Source: an optimization exercise on an open RTL-to-GDS flow (aim: small area, a short achievable clock period and few clock cycles per item). Production flows keep margins and buffers that such runs may drop. Only simulation tests tie the RTL to the original design; equivalence was not proved. No activity file was given, so power comes from the tool's default toggle rates.

**flow/config.mk**
```make
export PLATFORM = sky130hd
export DESIGN_NAME = sw_tile16
export DESIGN_NICKNAME = sw_tile16
export VERILOG_FILES = /design/flow/design.v
export SDC_FILE = /design/flow/constraint.sdc
export NUM_CORES = 4
export LEC_CHECK = 0
export CAP_MARGIN = 20
export CORE_MARGIN = 2
export CORE_UTILIZATION = 40
export SLEW_MARGIN = 20
```
**flow/constraint.sdc**
```tcl
create_clock -name core_clock -period 6.5 [get_ports {clk}]
set_input_delay 1.3000 -clock core_clock [delete_from_list [all_inputs] [get_ports {clk}]]
set_output_delay 1.3000 -clock core_clock [all_outputs]
set_load 0.01 [all_outputs]
```
**flow/design.v**
```verilog
module sw_cell (
    input  wire [1:0] letter1,
    input  wire [1:0] letter2,
    input  wire [7:0] up_val,
    input  wire [7:0] left_val,
    input  wire [7:0] diagonal_val,
    output reg  [1:0] arrow,
    output reg  [7:0] val
);
reg [7:0] result_down, result_right, result_diag;
always @* begin
    if (up_val > 1)
        result_down = up_val - 8'd1;
    else
        result_down = 8'd0;
    if (left_val > 1)
        result_right = left_val - 8'd1;
    else
        result_right = 8'd0;
    if (letter1 == letter2)
        result_diag = diagonal_val + 8'd2;
    else if (diagonal_val > 1)
        result_diag = diagonal_val - 8'd1;
    else
        result_diag = 8'd0;
    if (result_down == 0 && result_right == 0 && result_diag == 0) begin
        val   = 8'd0;
        arrow = 2'b00;
    end else if (result_down > result_right) begin
        if (result_down > result_diag) begin
            val   = result_down;
            arrow = 2'b01;
        end else begin
            val   = result_diag;
            arrow = 2'b11;
        end
    end else begin
        if (result_right > result_diag) begin
            val   = result_right;
            arrow = 2'b10;
        end else begin
            val   = result_diag;
            arrow = 2'b11;
        end
    end
end
endmodule
module sw_tile16 (
    input  wire         clk,
    input  wire         rst,
    input  wire         start,
    input  wire [31:0]  seqA,           
    input  wire [31:0]  seqB,           
    input  wire [127:0] firstRow,       
    input  wire [127:0] firstCol,       
    input  wire [7:0]   diagonalCell,   
    output reg          done,
    output wire [7:0]   max_score,
    output wire [3:0]   max_row,
    output wire [3:0]   max_col,
    output wire [511:0] traceback,      
    output wire [127:0] lastRow,        
    output wire [127:0] lastCol         
);
    localparam N = 16;
    reg        busy;
    reg  [4:0] t;
    reg  [7:0]  v    [0:N-1];    
    reg  [7:0]  d    [0:N-1];    
    reg  [1:0]  b    [0:N-1];    
    reg  [31:0] arw  [0:N-1];    
    reg  [7:0]  rmax [0:N-1];    
    reg  [3:0]  rcol [0:N-1];    
    reg  [3:0]  rrow [0:N-1];    
    reg  [127:0] lrow;
    wire [7:0] cval [0:N-1];
    wire [1:0] carw [0:N-1];
    wire [7:0] up0 = firstRow[t[3:0]*8 +: 8];
    genvar g;
    generate
        for (g = 0; g < N; g = g + 1) begin : pe
            sw_cell u_cell (
                .letter1     (seqA[2*g +: 2]),
                .letter2     (b[g]),
                .up_val      ((g == 0) ? up0 : v[(g == 0) ? 0 : g - 1]),
                .left_val    (v[g]),
                .diagonal_val(d[g]),
                .arrow       (carw[g]),
                .val         (cval[g])
            );
            assign lastCol[8*g +: 8] = v[g];
            assign traceback[32*g +: 32] = arw[g];
        end
    endgenerate
    assign lastRow   = lrow;
    assign max_score = rmax[N-1];
    assign max_row   = rrow[N-1];
    assign max_col   = rcol[N-1];
    integer i;
    always @(posedge clk) begin
        if (rst) begin
            busy <= 1'b0;
            done <= 1'b0;
            t    <= 5'd0;
        end else if (start && !busy) begin
            busy <= 1'b1;
            done <= 1'b0;
            t    <= 5'd0;
            for (i = 0; i < N; i = i + 1) begin
                v[i]    <= firstCol[8*i +: 8];
                rmax[i] <= 8'd0;
                rcol[i] <= 4'd0;
                rrow[i] <= i[3:0];
            end
            d[0] <= diagonalCell;
            b[0] <= seqB[1:0];
        end else if (busy) begin
            t <= t + 5'd1;
            if (t == 5'd31) begin
                busy <= 1'b0;
                done <= 1'b1;
            end
            d[0] <= up0;
            b[0] <= seqB[(t[3:0] + 4'd1)*2 +: 2];
            for (i = 1; i < N; i = i + 1) begin
                d[i] <= v[i-1];
                b[i] <= b[i-1];
            end
            for (i = 0; i < N; i = i + 1) begin
                if ({27'd0, t} >= i && {27'd0, t} <= i + 15) begin
                    v[i]   <= cval[i];
                    arw[i] <= {carw[i], arw[i][31:2]};
                    if (cval[i] > rmax[i]) begin
                        rmax[i] <= cval[i];
                        rcol[i] <= t[3:0] - i[3:0];
                    end
                end else if (i > 0 && {27'd0, t} == i + 16) begin
                    if (rmax[i-1] >= rmax[i]) begin
                        rmax[i] <= rmax[i-1];
                        rrow[i] <= rrow[i-1];
                        rcol[i] <= rcol[i-1];
                    end
                end
            end
            if (t >= 5'd15 && t <= 5'd30)
                lrow <= {cval[N-1], lrow[127:8]};
        end
    end
endmodule
```
**flow/run.sh**
```bash
#!/bin/bash
# synth_recipe.tcl (not shown) runs the flow's synth.tcl, then flattens the netlist and writes it again
# the make line also repeats each setting of config.mk as NAME=value (left out here)
make -C /OpenROAD-flow-scripts/flow DESIGN_CONFIG=/design/flow/config.mk WORK_HOME=/design/flow/orfs CLKGATE_MAP_FILE= SYNTH_SCRIPT=/design/flow/synth_recipe.tcl finish
```
==> out/qor.txt <==
CTS tree = built
Commonest non-fill, non-tap cell in the layout = edfxtp_1
TritonCTS Buffers = 140
Synth Register Bits = 1176
Period utilization = 96.4%
Most frequent cells in the layout = 1169 x edfxtp_1, 1115 x clkdlybuf4s50_1, 760 x ha_1, 539 x nor2_1, 465 x inv_1
Switching portion of total power = 30.2%
Max_cap viols = 0
Clk network pwr share = 35.5%
Root buf cell = clkbuf_16
HP Start = arw[5][6]
Fin. max-slew vios = 0
GPL Wtd Cong = 0.937
Seq pwr share = 39.0%
First-pass detailed-route iteration total = 8
Rel. slew slack = 28.3%
Critical Path Fanout Max = 12
Post-Syn Instances = 6251
HP Class = flip-flop to flip-flop
Most used DFF post-synth = edfxtp_1
Min cycle time layout = 6.27 ns
Grt ovf = 0
Yosys warning count = 16
Syn avg cell area = 11.1 um^2
Critical R2R Launch = t[0]
EDFF count, synth = 1169
Final Power = 22.8 mW
Top delay family on crit path = compound AO/OA/AOI/OAI gates
Register area share after synthesis = 50.8%
Crit path kind = primary input to flip-flop
Starting DRT DRC Count = 4385
Reg2reg setup slack = 0.41 ns
Initial core utilization = 40.3%
DR WL/cell = 23.4 um
CTS max path bufs = 3
Critical path's slowest cell = mux4_2
Hold worst-path end = arw[5][4]
Num rows = 152
Post-layout worst setup margin = 0.233 ns
Fmax = 160 MHz
Clock Sinks = 1176
Final setup vio count = 0
CTS H-tree lvls = 4
Core area = 0.172 mm^2
Cell Area, Synth = 0.0694 mm^2
Max VDD drop = 0.236 mV
DRC = 0
Psw = 6.88 mW
Vias in the first global route = 55724
Clock Latency Late Sink = 0.82 ns
Post-synthesis async set-or-reset flop share = 0%
Layout cells sized above 1 = 11.0%
Fin nets = 8871
Max stage delay on crit path = 0.48 ns
Worst EP required = 7.07 ns
R2R depth = 27
Leakage = 36.6 nW
Die area = 0.177 mm^2
Skew final = 0.0401 ns
Initial antenna violation count = 11
Die width = 420 um
Gr usage total = 26.1%
Hold path depth = 0
Area Growth Syn to Fin = 31.6%
Buf/Inv on CP = 3
Via count = 56534
Area after DPL = 0.0864 mm^2
Final Hold Fails = 0
Port Buffers = 1115
Comb pwr share = 25.5%
Hold-fix buffers at CTS = 0
CP Launch Type = primary input
Setup slack at placement = -0.924 ns
Final wirelength = 239000 um
WP data arrival = 6.84 ns
Fin util = 53.1%
Vias per cell = 5.54
FF-to-FF End = rcol[0][3]
Tightest Pin Transition = 1.08 ns
Fin area = 0.0913 mm^2
Status = timing/DRC/antenna clean
Area taken by multi-input logic gates = 0.0319 mm^2
Crit end category = flip-flop
Chip height = 420 um
Yosys cell types = 88
Pwr Density = 250 mW/mm^2
Global-route wire length before repair = 349000 um
Fillers = 15158
Hold Slack = 0.428 ns
HPWL Detailed = 187000 um
Net Count, Synth = 7343
Cell-internal power = 15.9 mW
Unrepaired setup endpoints after global routing = false
Largest net degree at the start of global routing = 151
FF/Latch Area = 0.0352 mm^2
Io pins = 1116
DRT antenna net count = 0
Reg clk slew, reported paths = 0.06 ns
[flip-flops by register name (all words and copies together), names as in the netlist]
signal / count
busy: 1
lrow: 128
d: 128
rrow: 49
v: 128
arw: 512
rmax: 128
done: 1
b: 32
rcol: 64
t: 5
[metal layers]
metal	GRT usage [%]	share of wire, %	vias up
met2	44.5	49	1912
met3	4.88	6.1	450
met5	0	0.0054	-
met4	11.7	4.6	2
met1	31.8	40	27578
li1	-	-	26592
[final cells by class]
cell class / count / area share [%]
clock buffers: 158 / 3.94
diodes: 8 / 0.0219
flip-flops and latches: 1176 / 38.6
well taps: 2310 / 3.17
multi-input cells: 4422 / 35.0
inverters: 471 / 1.95
clock inverters: 96 / 1.24
repair buffers: 1568 / 16.1
[worst max path at each step]
stage               cells past startpoint          to  slack [ns]          start
finish                                 27  rcol[0][3]        0.23  firstRow[124]
global route                           30  rmax[0][4]        0.02   firstRow[65]
CTS                                    27  rmax[0][4]        0.09           t[0]
detailed placement                     29  rmax[0][0]       -0.92   firstRow[73]
global placement                       26  rmax[0][0]       -0.89   firstRow[67]
floorplan                              28  rcol[0][0]       0.009   firstRow[56]
[worst reg2reg max path, stage by stage, from the launching register on]
cell      delay (ns)
dfxtp_4         0.54
buf_12          0.22
mux4_2          0.52
a22oi_1         0.18
nand2_1         0.15
or3_4           0.44
nor2_1          0.17
nand2_1         0.10
mux2i_2         0.44
ha_1            0.33
and3_1          0.21
nand4_1         0.08
o21ai_0         0.10
a21oi_2         0.22
nor2b_2         0.10
buf_4           0.15
a221o_1         0.33
ha_1            0.32
a21oi_1         0.16
o22ai_1         0.10
o21a_1          0.17
o21ai_0         0.15
nand2b_1        0.09
a21oi_2         0.13
nor2b_1         0.06
o21ai_2         0.16
a21oi_4         0.08
buf_12          0.17
[cell families after synthesis]
kind of cell	Yosys count	synth area share, %
xor+xnor	110	1.39
compound gates	1509	14.4
fa+ha+maj	761	13.7
mux	149	2.98
buf+inv	653	3.57
flops	1176	50.8
simple gates	1893	13.1
[stage by stage]
| stage | std cells | setup TNS (ns) |
|---|---|---|
| 6_report | 10209 | 0 |
| 5_1_grt | 10203 | 0 |
| 4_1_cts | 10197 | 0 |
| 3_5_place_dp | 9943 | -12.37 |
| 3_3_place_gp | 9943 | -10.92 |
| 2_1_floorplan | 6251 | 0 |
[Yosys cell counts (all sizes together) (81+ instances only)]
| cell | instances | share of area [%] |
|---|---|---|
| nand2b | 91 | 0.82 |
| clkbuf | 159 | 0.86 |
| inv | 470 | 2.5 |
| a21o | 177 | 1.9 |
| nand2 | 456 | 2.5 |
| and3 | 81 | 0.73 |
| o21a | 99 | 1.1 |
| nand3 | 100 | 0.72 |
| nand4 | 116 | 1.0 |
| ha | 761 | 14 |
| edfxtp | 1169 | 51 |
| a21oi | 396 | 2.9 |
| nor3 | 155 | 1.1 |
| o21ai | 296 | 2.1 |
| nor2 | 556 | 3.0 |
| nor2b | 109 | 0.98 |
[repair_timing]
item / CTS / global route
endpoints found under the setup margin: 12 / 12
pin swaps: 0 / 3
gates resized for setup: 1 / 14
buffers inserted: 0 / 2
[power by group through the flow]
stage | registers (mW) | logic, mW | clock network [mW]
6_report | 8.90 | 5.83 | 8.10
5_1_grt | 8.93 | 6.42 | 8.56
4_1_cts | 8.90 | 5.77 | 8.30
3_5_place_dp | 9.05 | 5.73 | 0
3_3_place_gp | 9.05 | 5.59 | 0
2_1_floorplan | 8.98 | 3.27 | 0
Testbench counts, summed over its fixed seeds: cycles 12,672, jobs 384.

==> what the ideal ports hide <==
How much do the figures lean on ideal ports? The routed layout below was timed once more, with nothing changed but the port constraints. Step 1, drivers: a clkbuf_16 drives clk and a buf_2 each remaining input, both assumed. Step 2 also shifts input and output timing later by t, the mid clock arrival at the registers, as if the neighbouring blocks saw the same clock. Three values: no drivers, after step 1, after step 2; two values: the first two.
shift t [ns]: 0.880
setup WS [ns]: 0.233 / 0.252 / -0.628
latest minus earliest clock arrival (ns): 0.046 / 0.046
worst register clock-pin slew, ns: 0.07 / 0.07
Met with ideal ports but missed after step 2: setup timing in this run. For this run, drivers alone change the setup slack by +0.019 ns; drivers and shift together by -0.861 ns.
